This design comes from an exercise in tuning for small area and a short achievable clock period on the open sky130 flow, not from production work. The RTL was checked by simulation tests, not by an equivalence proof against the original design. No driver is modelled on the clock port, so clocking that relies on it looks cheaper here than on a real chip.

==> 04-04: inputs <==
==> flow/design.v <==
module mips(
    input clk,
    input rst,
    output [31:0] imem_addr,
    input  [31:0] imem_rdata,
    output [31:0] dmem_addr,
    output [31:0] dmem_wdata,
    output        dmem_we,
    output        dmem_re,
    input  [31:0] dmem_rdata
);
    integer i;
    reg  [31:2] pc_x;
    wire [31:2] pc = pc_x ^ 30'h0c00;
    wire [31:2] pc_inc = pc + 30'd1;
    reg  [31:0] m_res;           
    reg         m_taken;
    always @(posedge clk or posedge rst)
        if (rst) pc_x <= 30'b0;
        else     pc_x <= (m_taken ? m_res[31:2] : pc_inc) ^ 30'h0c00;
    assign imem_addr = {pc, 2'b00};
    reg  [31:0] rf [1:31];
    reg  [31:1] rf_v;
    wire [31:1] w_en;
    wire [31:0] w_data;
    genvar g;
    generate for (g = 1; g < 32; g = g + 1) begin : wr
        always @(posedge clk)
            if (w_en[g]) rf[g] <= w_data;
    end endgenerate
    always @(posedge clk or posedge rst)
        if (rst) rf_v <= 31'b0;
        else     rf_v <= rf_v | w_en;
    reg [31:0] rs_lo, rs_hi, rt_lo, rt_hi;
    always @(*) begin
        rs_lo = 32'b0; rs_hi = 32'b0;
        rt_lo = 32'b0; rt_hi = 32'b0;
        for (i = 1; i < 17; i = i + 1) begin
            rs_lo = rs_lo | ({32{(imem_rdata[25:21] == i) & rf_v[i]}} & rf[i]);
            rt_lo = rt_lo | ({32{(imem_rdata[20:16] == i) & rf_v[i]}} & rf[i]);
        end
        for (i = 17; i < 32; i = i + 1) begin
            rs_hi = rs_hi | ({32{(imem_rdata[25:21] == i) & rf_v[i]}} & rf[i]);
            rt_hi = rt_hi | ({32{(imem_rdata[20:16] == i) & rf_v[i]}} & rf[i]);
        end
    end
    wire [5:0] f_op   = imem_rdata[31:26];
    wire [3:0] f_fn   = imem_rdata[3:0];
    wire       f_r    = (f_op == 6'h00);
    wire       f_addi = (f_op == 6'h08) | (f_op == 6'h09);
    wire       f_ori  = (f_op == 6'h0d);
    wire       f_lui  = (f_op == 6'h0f);
    wire       f_lw   = (f_op == 6'h23);
    wire       f_sw   = (f_op == 6'h2b);
    wire       f_beq  = (f_op == 6'h04);
    wire       f_sub  = f_r & ((f_fn == 4'b0010) | (f_fn == 4'b1010));
    reg [31:0]  d_a0, d_a1, d_b0, d_b1;  
    reg [31:2]  d_pc1;           
    reg [15:0]  d_imm;
    reg [4:0]   d_dst;           
    reg         d_r, d_rn, d_zx, d_hi, d_sx;     
    reg         d_arith, d_and, d_or, d_xor, d_slt;
    reg         d_we, d_re, d_rw, d_bq;          
    always @(posedge clk) begin
        d_a0    <= rs_lo;
        d_a1    <= rs_hi;
        d_b0    <= rt_lo;
        d_b1    <= rt_hi;
        d_pc1   <= pc_inc;
        d_imm   <= imem_rdata[15:0];
        d_dst   <= f_r ? imem_rdata[15:11] : imem_rdata[20:16];
        d_r     <= f_r & ~f_sub;                     
        d_rn    <= f_sub;                            
        d_zx    <= f_ori;                            
        d_hi    <= f_lui;                            
        d_sx    <= f_addi | f_lw | f_sw;             
        d_arith <= (f_r & ((f_fn == 4'b0000) | (f_fn == 4'b0010))) | f_addi | f_lw | f_sw | f_beq;
        d_and   <= f_r & (f_fn == 4'b0100);
        d_or    <= (f_r & (f_fn == 4'b0101)) | f_ori | f_lui;
        d_xor   <= f_r & (f_fn == 4'b0110);
        d_slt   <= f_r & (f_fn == 4'b1010);
    end
    always @(posedge clk or posedge rst)
        if (rst) begin
            d_we <= 1'b0; d_re <= 1'b0; d_rw <= 1'b0; d_bq <= 1'b0;
        end else begin
            d_we <= f_sw;
            d_re <= f_lw;
            d_rw <= f_r | f_addi | f_ori | f_lui | f_lw;
            d_bq <= f_beq;                           
        end
    wire [31:0] d_a = d_a0 | d_a1;
    wire [31:0] d_b = d_b0 | d_b1;
    wire [15:0] imm  = d_imm;
    wire [31:0] sext = {{16{imm[15]}}, imm};
    wire [31:0] opa = d_bq ? {d_pc1, 2'b00} : d_a;
    wire [31:0] opb = ({32{d_r}}  & d_b) |
                      ({32{d_rn}} & ~d_b) |
                      ({32{d_zx}} & {16'b0, imm}) |
                      ({32{d_hi}} & {imm, 16'b0}) |
                      ({32{d_sx}} & sext) |
                      ({32{d_bq}} & {sext[29:0], 2'b00});
    reg [31:0] e_p, e_g, e_b;
    reg [4:0]  e_dst;
    reg        e_sub, e_arith, e_and, e_or, e_xor, e_slt;
    reg        e_we, e_re, e_rw, e_taken;
    always @(posedge clk) begin
        e_p   <= opa ^ opb;
        e_g   <= {opa[31:1] & opb[31:1], (opa[0] & opb[0]) | ((opa[0] ^ opb[0]) & d_rn)};
        e_b   <= d_b;
        e_dst <= d_dst;
        e_sub <= d_rn;
        e_arith <= d_arith;
        e_and <= d_and;
        e_or  <= d_or;
        e_xor <= d_xor;
        e_slt <= d_slt;
    end
    always @(posedge clk or posedge rst)
        if (rst) begin
            e_we <= 1'b0; e_re <= 1'b0; e_rw <= 1'b0; e_taken <= 1'b0;
        end else begin
            e_we <= d_we;
            e_re <= d_re;
            e_rw <= d_rw;
            e_taken <= d_bq & (d_a == d_b);
        end
    wire [31:0] pg_g [0:5];
    wire [31:0] pg_p [0:5];
    assign pg_g[0] = e_g;
    assign pg_p[0] = e_p;
    genvar lv, bt;
    generate for (lv = 0; lv < 5; lv = lv + 1) begin : ks
        for (bt = 0; bt < 32; bt = bt + 1) begin : b
            if (bt >= (1 << lv)) begin : op
                assign pg_g[lv+1][bt] = pg_g[lv][bt] | (pg_p[lv][bt] & pg_g[lv][bt - (1 << lv)]);
                assign pg_p[lv+1][bt] = pg_p[lv][bt] & pg_p[lv][bt - (1 << lv)];
            end else begin : pass
                assign pg_g[lv+1][bt] = pg_g[lv][bt];
                assign pg_p[lv+1][bt] = pg_p[lv][bt];
            end
        end
    end endgenerate
    wire [32:0] c = {pg_g[5], e_sub};    
    wire [31:0] sum = e_p ^ c[31:0];
    wire        ltu = ~c[32];
    wire [31:0] lres = ({32{e_and}} & e_g) |
                       ({32{e_or}}  & (e_p | e_g)) |
                       ({32{e_xor}} & e_p) |
                       {31'b0, e_slt & ltu};
    reg [31:0] m_sd;
    reg [3:0]  m_wlo;            
    reg [7:0]  m_whi;            
    reg        m_we, m_re;
    reg        m_mtr;            
    reg [31:0] m_lres;           
    reg        m_ar;             
    always @(posedge clk) begin
        m_mtr <= e_re;
        m_res <= sum;
        m_lres <= lres;
        m_ar  <= e_arith;
        m_sd  <= e_b;
        for (i = 0; i < 4; i = i + 1)
            m_wlo[i] <= (e_dst[1:0] == i);
    end
    always @(posedge clk or posedge rst)
        if (rst) begin
            m_we <= 1'b0; m_re <= 1'b0; m_whi <= 8'b0; m_taken <= 1'b0;
        end else begin
            m_we <= e_we; m_re <= e_re; m_taken <= e_taken;
            for (i = 0; i < 8; i = i + 1)
                m_whi[i] <= e_rw & (e_dst[4:2] == i);
        end
    assign dmem_addr  = m_res;
    assign dmem_wdata = m_sd;
    assign dmem_we    = m_we;
    assign dmem_re    = m_re;
    assign w_data = m_mtr ? dmem_rdata : (({32{m_ar}} & m_res) | m_lres);
    generate for (g = 1; g < 32; g = g + 1) begin : we
        assign w_en[g] = m_wlo[g % 4] & m_whi[g / 4];
    end endgenerate
endmodule
==> flow/flow/run.sh <==
#!/bin/bash
# Layout flow: the standard.sh (standard synthesis and ORFS steps) run in
# three parts so that the setup-repair target differs per stage:
#  - synthesis, floorplan, placement: no extra setup margin (no upsizing
#    before the wires are known),
#  - CTS and everything after: repair aiming for SETUP_MARGIN ns of slack,
#    with extra repair passes after CTS (post_cts.tcl). During the CTS and
#    global-route repairs the input delay is raised by 0.1 ns
#    (tighten_inputs.tcl) and put back afterwards (restore_inputs.tcl).
# Other changes from the standard flow: sizing not restricted to the same cell
# footprint, small plain port buffers (resized as needed), lower placement
# density, and a clock tree with larger sink clusters and no dummy loads.
# Each make's full output goes to a log here; ORFS keeps each step's log
# under orfs/logs.
set -euo pipefail
SETUP_MARGIN=3.6
f=$(pwd)/flow
common=(
  MATCH_CELL_FOOTPRINT=0
  "BUFFER_PORTS_ARGS=-buffer_cell sky130_fd_sc_hd__buf_2"
  PLACE_DENSITY=0.5
  "CTS_ARGS=-sink_clustering_enable -repair_clock_nets -dont_use_dummy_load -sink_clustering_size 20 -sink_clustering_max_diameter 80"
  PRE_CTS_TCL="$f/tighten_inputs.tcl"
  POST_CTS_TCL="$f/post_cts.tcl"
  PRE_GLOBAL_ROUTE_TCL="$f/tighten_inputs.tcl"
  POST_GLOBAL_ROUTE_TCL="$f/restore_inputs.tcl"
)
bash standard.sh "${common[@]}" SETUP_SLACK_MARGIN=0 place > flow_make_place.log 2>&1
bash standard.sh "${common[@]}" SETUP_SLACK_MARGIN=$SETUP_MARGIN cts > flow_make_cts.log 2>&1
bash standard.sh "${common[@]}" SETUP_SLACK_MARGIN=$SETUP_MARGIN finish > flow_make_finish.log 2>&1
==> flow/flow/post_cts.tcl <==
# Extra setup-repair passes after the standard CTS repair: each pass often
# finds improvements the previous one stopped short of.
for {set i 0} {$i < 4} {incr i} {
  set before [sta::worst_slack -max]
  repair_timing_helper -setup
  set after [sta::worst_slack -max]
  puts "post-CTS repair pass $i: WNS $before -> $after"
  if {$after - $before < 0.005} { break }
}
set result [catch { detailed_placement } msg]
if { $result != 0 } {
  error "Detailed placement failed after the extra repair: $msg"
}
check_placement -verbose
source [file join [file dirname [info script]] restore_inputs.tcl]
==> flow/flow/restore_inputs.tcl <==
# The design's input delay (20% of the 6.2 ns period), as in constraint.sdc.
set_input_delay 1.24 -clock core_clock [delete_from_list [all_inputs] [get_ports clk]]
==> flow/flow/tighten_inputs.tcl <==
# Sourced before a step's timing repair: ask for 0.1 ns more on the paths
# from the inputs than the constraints do (the register-read paths from
# imem_rdata lose about that much once routed). restore_inputs.tcl puts the
# constraint back before the step writes its SDC.
set_input_delay 1.34 -clock core_clock [delete_from_list [all_inputs] [get_ports clk]]
==> flow/standard.sh <==
#!/bin/bash
# synth_recipe.tcl (not shown) runs the flow's synth.tcl, then flattens the netlist and writes it again
# the make line also repeats each setting of config.mk as NAME=value (left out here)
make -C /OpenROAD-flow-scripts/flow DESIGN_CONFIG=/design/flow/config.mk WORK_HOME=/design/flow/orfs CLKGATE_MAP_FILE= SYNTH_SCRIPT=/design/flow/synth_recipe.tcl "${@:-finish}"
==> flow/config.mk <==
export PLATFORM = sky130hd
export DESIGN_NAME = mips
export DESIGN_NICKNAME = mips
export VERILOG_FILES = /design/flow/design.v
export SDC_FILE = /design/flow/constraint.sdc
export NUM_CORES = 8
export LEC_CHECK = 0
export CAP_MARGIN = 20
export CORE_MARGIN = 2
export CORE_UTILIZATION = 35
export SLEW_MARGIN = 20
==> flow/constraint.sdc <==
create_clock -name core_clock -period 6.2 [get_ports {clk}]
set_input_delay 1.2400 -clock core_clock [delete_from_list [all_inputs] [get_ports {clk}]]
set_output_delay 1.2400 -clock core_clock [all_outputs]
set_load 0.01 [all_outputs]
==> 04-20 (differences from 04-04) <==
==> flow/design.v, changed modules only <==
module mips(
    input clk,
    input rst,
    output [31:0] imem_addr,
    input  [31:0] imem_rdata,
    output [31:0] dmem_addr,
    output [31:0] dmem_wdata,
    output        dmem_we,
    output        dmem_re,
    input  [31:0] dmem_rdata
);
    integer i;
    reg  [31:2] pc_x;
    wire [31:2] pc = pc_x ^ 30'h0c00;
    wire [31:2] pc_inc = pc + 30'd1;
    reg  [31:0] m_res;           
    reg         m_taken;
    always @(posedge clk or posedge rst)
        if (rst) pc_x <= 30'b0;
        else     pc_x <= (m_taken ? m_res[31:2] : pc_inc) ^ 30'h0c00;
    assign imem_addr = {pc, 2'b00};
    reg  [31:0] rf [1:31];
    reg  [31:1] rf_v;
    wire [31:1] w_en;
    wire [31:0] w_data;
    genvar g;
    generate for (g = 1; g < 32; g = g + 1) begin : wr
        always @(posedge clk)
            if (w_en[g]) rf[g] <= w_data;
    end endgenerate
    always @(posedge clk or posedge rst)
        if (rst) rf_v <= 31'b0;
        else     rf_v <= rf_v | w_en;
    reg [31:0] rs_val, rt_val;
    always @(*) begin
        rs_val = 32'b0;
        rt_val = 32'b0;
        for (i = 1; i < 32; i = i + 1) begin
            rs_val = rs_val | ({32{(imem_rdata[25:21] == i) & rf_v[i]}} & rf[i]);
            rt_val = rt_val | ({32{(imem_rdata[20:16] == i) & rf_v[i]}} & rf[i]);
        end
    end
    wire [5:0] f_op   = imem_rdata[31:26];
    wire [3:0] f_fn   = imem_rdata[3:0];
    wire       f_r    = (f_op == 6'h00);
    wire       f_addi = (f_op == 6'h08) | (f_op == 6'h09);
    wire       f_ori  = (f_op == 6'h0d);
    wire       f_lui  = (f_op == 6'h0f);
    wire       f_lw   = (f_op == 6'h23);
    wire       f_sw   = (f_op == 6'h2b);
    wire       f_beq  = (f_op == 6'h04);
    wire       f_sub  = f_r & ((f_fn == 4'b0010) | (f_fn == 4'b1010));
    reg [31:0]  d_a, d_b;        
    reg [31:2]  d_pc1;           
    reg [15:0]  d_imm;
    reg [4:0]   d_dst;           
    reg         d_r, d_rn, d_zx, d_hi, d_sx;     
    reg         d_arith, d_and, d_or, d_xor, d_slt;
    reg         d_we, d_re, d_rw, d_bq;          
    always @(posedge clk) begin
        d_a     <= rs_val;
        d_b     <= rt_val;
        d_pc1   <= pc_inc;
        d_imm   <= imem_rdata[15:0];
        d_dst   <= f_r ? imem_rdata[15:11] : imem_rdata[20:16];
        d_r     <= f_r & ~f_sub;                     
        d_rn    <= f_sub;                            
        d_zx    <= f_ori;                            
        d_hi    <= f_lui;                            
        d_sx    <= f_addi | f_lw | f_sw;             
        d_arith <= (f_r & ((f_fn == 4'b0000) | (f_fn == 4'b0010))) | f_addi | f_lw | f_sw | f_beq;
        d_and   <= f_r & (f_fn == 4'b0100);
        d_or    <= (f_r & (f_fn == 4'b0101)) | f_ori | f_lui;
        d_xor   <= f_r & (f_fn == 4'b0110);
        d_slt   <= f_r & (f_fn == 4'b1010);
    end
    always @(posedge clk or posedge rst)
        if (rst) begin
            d_we <= 1'b0; d_re <= 1'b0; d_rw <= 1'b0; d_bq <= 1'b0;
        end else begin
            d_we <= f_sw;
            d_re <= f_lw;
            d_rw <= f_r | f_addi | f_ori | f_lui | f_lw;
            d_bq <= f_beq;                           
        end
    wire [15:0] imm  = d_imm;
    wire [31:0] sext = {{16{imm[15]}}, imm};
    wire [31:0] opa = d_bq ? {d_pc1, 2'b00} : d_a;
    wire [31:0] opb = ({32{d_r}}  & d_b) |
                      ({32{d_rn}} & ~d_b) |
                      ({32{d_zx}} & {16'b0, imm}) |
                      ({32{d_hi}} & {imm, 16'b0}) |
                      ({32{d_sx}} & sext) |
                      ({32{d_bq}} & {sext[29:0], 2'b00});
    reg [31:0] e_p, e_g, e_b;
    reg [4:0]  e_dst;
    reg        e_sub, e_arith, e_and, e_or, e_xor, e_slt;
    reg        e_we, e_re, e_rw, e_taken;
    always @(posedge clk) begin
        e_p   <= opa ^ opb;
        e_g   <= {opa[31:1] & opb[31:1], (opa[0] & opb[0]) | ((opa[0] ^ opb[0]) & d_rn)};
        e_b   <= d_b;
        e_dst <= d_dst;
        e_sub <= d_rn;
        e_arith <= d_arith;
        e_and <= d_and;
        e_or  <= d_or;
        e_xor <= d_xor;
        e_slt <= d_slt;
    end
    always @(posedge clk or posedge rst)
        if (rst) begin
            e_we <= 1'b0; e_re <= 1'b0; e_rw <= 1'b0; e_taken <= 1'b0;
        end else begin
            e_we <= d_we;
            e_re <= d_re;
            e_rw <= d_rw;
            e_taken <= d_bq & (d_a == d_b);
        end
    wire [31:0] pg_g [0:5];
    wire [31:0] pg_p [0:5];
    assign pg_g[0] = e_g;
    assign pg_p[0] = e_p;
    genvar lv, bt;
    generate for (lv = 0; lv < 5; lv = lv + 1) begin : ks
        for (bt = 0; bt < 32; bt = bt + 1) begin : b
            if (bt >= (1 << lv)) begin : op
                assign pg_g[lv+1][bt] = pg_g[lv][bt] | (pg_p[lv][bt] & pg_g[lv][bt - (1 << lv)]);
                assign pg_p[lv+1][bt] = pg_p[lv][bt] & pg_p[lv][bt - (1 << lv)];
            end else begin : pass
                assign pg_g[lv+1][bt] = pg_g[lv][bt];
                assign pg_p[lv+1][bt] = pg_p[lv][bt];
            end
        end
    end endgenerate
    wire [32:0] c = {pg_g[5], e_sub};    
    wire [31:0] sum = e_p ^ c[31:0];
    wire        ltu = ~c[32];
    wire [31:0] res = ({32{e_arith}} & sum) |
                      ({32{e_and}} & e_g) |
                      ({32{e_or}}  & (e_p | e_g)) |
                      ({32{e_xor}} & e_p) |
                      {31'b0, e_slt & ltu};
    reg [31:0] m_sd;
    reg [3:0]  m_wlo;            
    reg [7:0]  m_whi;            
    reg        m_we, m_re;
    reg        m_mtr;            
    always @(posedge clk) begin
        m_mtr <= e_re;
        m_res <= res;
        m_sd  <= e_b;
        for (i = 0; i < 4; i = i + 1)
            m_wlo[i] <= (e_dst[1:0] == i);
    end
    always @(posedge clk or posedge rst)
        if (rst) begin
            m_we <= 1'b0; m_re <= 1'b0; m_whi <= 8'b0; m_taken <= 1'b0;
        end else begin
            m_we <= e_we; m_re <= e_re; m_taken <= e_taken;
            for (i = 0; i < 8; i = i + 1)
                m_whi[i] <= e_rw & (e_dst[4:2] == i);
        end
    assign dmem_addr  = m_res;
    assign dmem_wdata = m_sd;
    assign dmem_we    = m_we;
    assign dmem_re    = m_re;
    assign w_data = m_mtr ? dmem_rdata : m_res;
    generate for (g = 1; g < 32; g = g + 1) begin : we
        assign w_en[g] = m_wlo[g % 4] & m_whi[g / 4];
    end endgenerate
endmodule
--- a/flow/flow/run.sh
+++ b/flow/flow/run.sh
@@ -3,8 +3,6 @@
 # three parts so that the setup-repair target differs per stage:
-#  - synthesis, floorplan, placement: no extra setup margin (no upsizing
+#  - synthesis, floorplan, placement: no extra setup margin (no early upsizing
 #    before the wires are known),
-#  - CTS and everything after: repair aiming for SETUP_MARGIN ns of slack,
-#    with extra repair passes after CTS (post_cts.tcl). During the CTS and
-#    global-route repairs the input delay is raised by 0.1 ns
-#    (tighten_inputs.tcl) and put back afterwards (restore_inputs.tcl).
+#  - CTS and everything after: repair aiming for SETUP_MARGIN ns of slack, with
+#    extra repair passes after CTS (post_cts.tcl).
 # Other changes from the standard flow: sizing not restricted to the same cell
@@ -15,4 +13,4 @@
 set -euo pipefail
-SETUP_MARGIN=3.6
-f=$(pwd)/flow
+SETUP_MARGIN=3.55
+here=$(pwd)
 common=(
@@ -22,6 +20,3 @@
   "CTS_ARGS=-sink_clustering_enable -repair_clock_nets -dont_use_dummy_load -sink_clustering_size 20 -sink_clustering_max_diameter 80"
-  PRE_CTS_TCL="$f/tighten_inputs.tcl"
-  POST_CTS_TCL="$f/post_cts.tcl"
-  PRE_GLOBAL_ROUTE_TCL="$f/tighten_inputs.tcl"
-  POST_GLOBAL_ROUTE_TCL="$f/restore_inputs.tcl"
+  POST_CTS_TCL="$here/flow/post_cts.tcl"
 )
--- a/flow/flow/post_cts.tcl
+++ b/flow/flow/post_cts.tcl
@@ -1,3 +1,3 @@
-# Extra setup-repair passes after the standard CTS repair: each pass often
-# finds improvements the previous one stopped short of.
+# extra setup-repair passes after the standard CTS repair: each pass often
+# finds improvements the previous one stopped short of
 for {set i 0} {$i < 4} {incr i} {
@@ -14,2 +14 @@
 check_placement -verbose
-source [file join [file dirname [info script]] restore_inputs.tcl]
removed: flow/flow/restore_inputs.tcl
removed: flow/flow/tighten_inputs.tcl
==> reports/qor.yml <==
timing.slew.headroom_pct: 25.22
dieArea_um2: 166900
num-multi-input-gates: 2136
grt_max_degree: 66
yosys-top-cells-count: "992 x edfxtp_1, 398 x dfxtp_1, 349 x a22o_1"
clkPwrFrac_pct: 32.0
inverters: 79
outcome: "finished clean"
worstMarginPinSlew_ns: 1.117
the above is filed under 04-04

==> reports/qor.yml <==
max_freq_mhz: 365.5
yosysSeqAreaShare_pct: 69.17
yosys-top-cells-count: "992 x edfxtp_1, 573 x a22oi_1, 301 x dfxtp_1"
worstMarginPinSlew_ns: 1.353
outcome: "finished clean"
crit_family: "simple AND/OR/NAND/NOR gates"
grt_busiest_layer: "met2"
clkPwrFrac_pct: 32.2
cts.sinks: 1373
dieArea_um2: 159400
timing.slew.headroom_pct: 9.778
rsz0062_at_grt: "true"
num-multi-input-gates: 2085
inverters: 24
the above is filed under 04-20

==> static timing again, ports no longer ideal <==
No port has a modelled driver above. Below, the same layouts with a new extraction and two added sets of constraints.
Step 1 assumes that a clkbuf_16 drives the clock port and a buf_2 every other input.
Step 2, shift: input delay + t, output delay - t, t = (earliest + latest rising clock arrival at the registers) / 2. This alone moves slack from input paths to output paths.
Three values: ideal ports, drivers, drivers and shift; two values: the first two.
run | t (ns) | setup slack, ns | hold WS [ns] | worst setup path at the end | cell pins on the clock port's net
04-04 | 0.775 | 3.597 / 3.535 / 2.760 | 0.319 / 0.319 / 0.319 | input to register | 1
04-20 | 0.795 | 3.464 / 3.476 / 2.733 | 0.316 / 0.316 / 0.316 | input to register | 1
After both steps every run listed still meets setup and hold. For 04-04, which loses most, drivers alone change the setup slack by -0.062 ns; drivers and shift together by -0.837 ns.
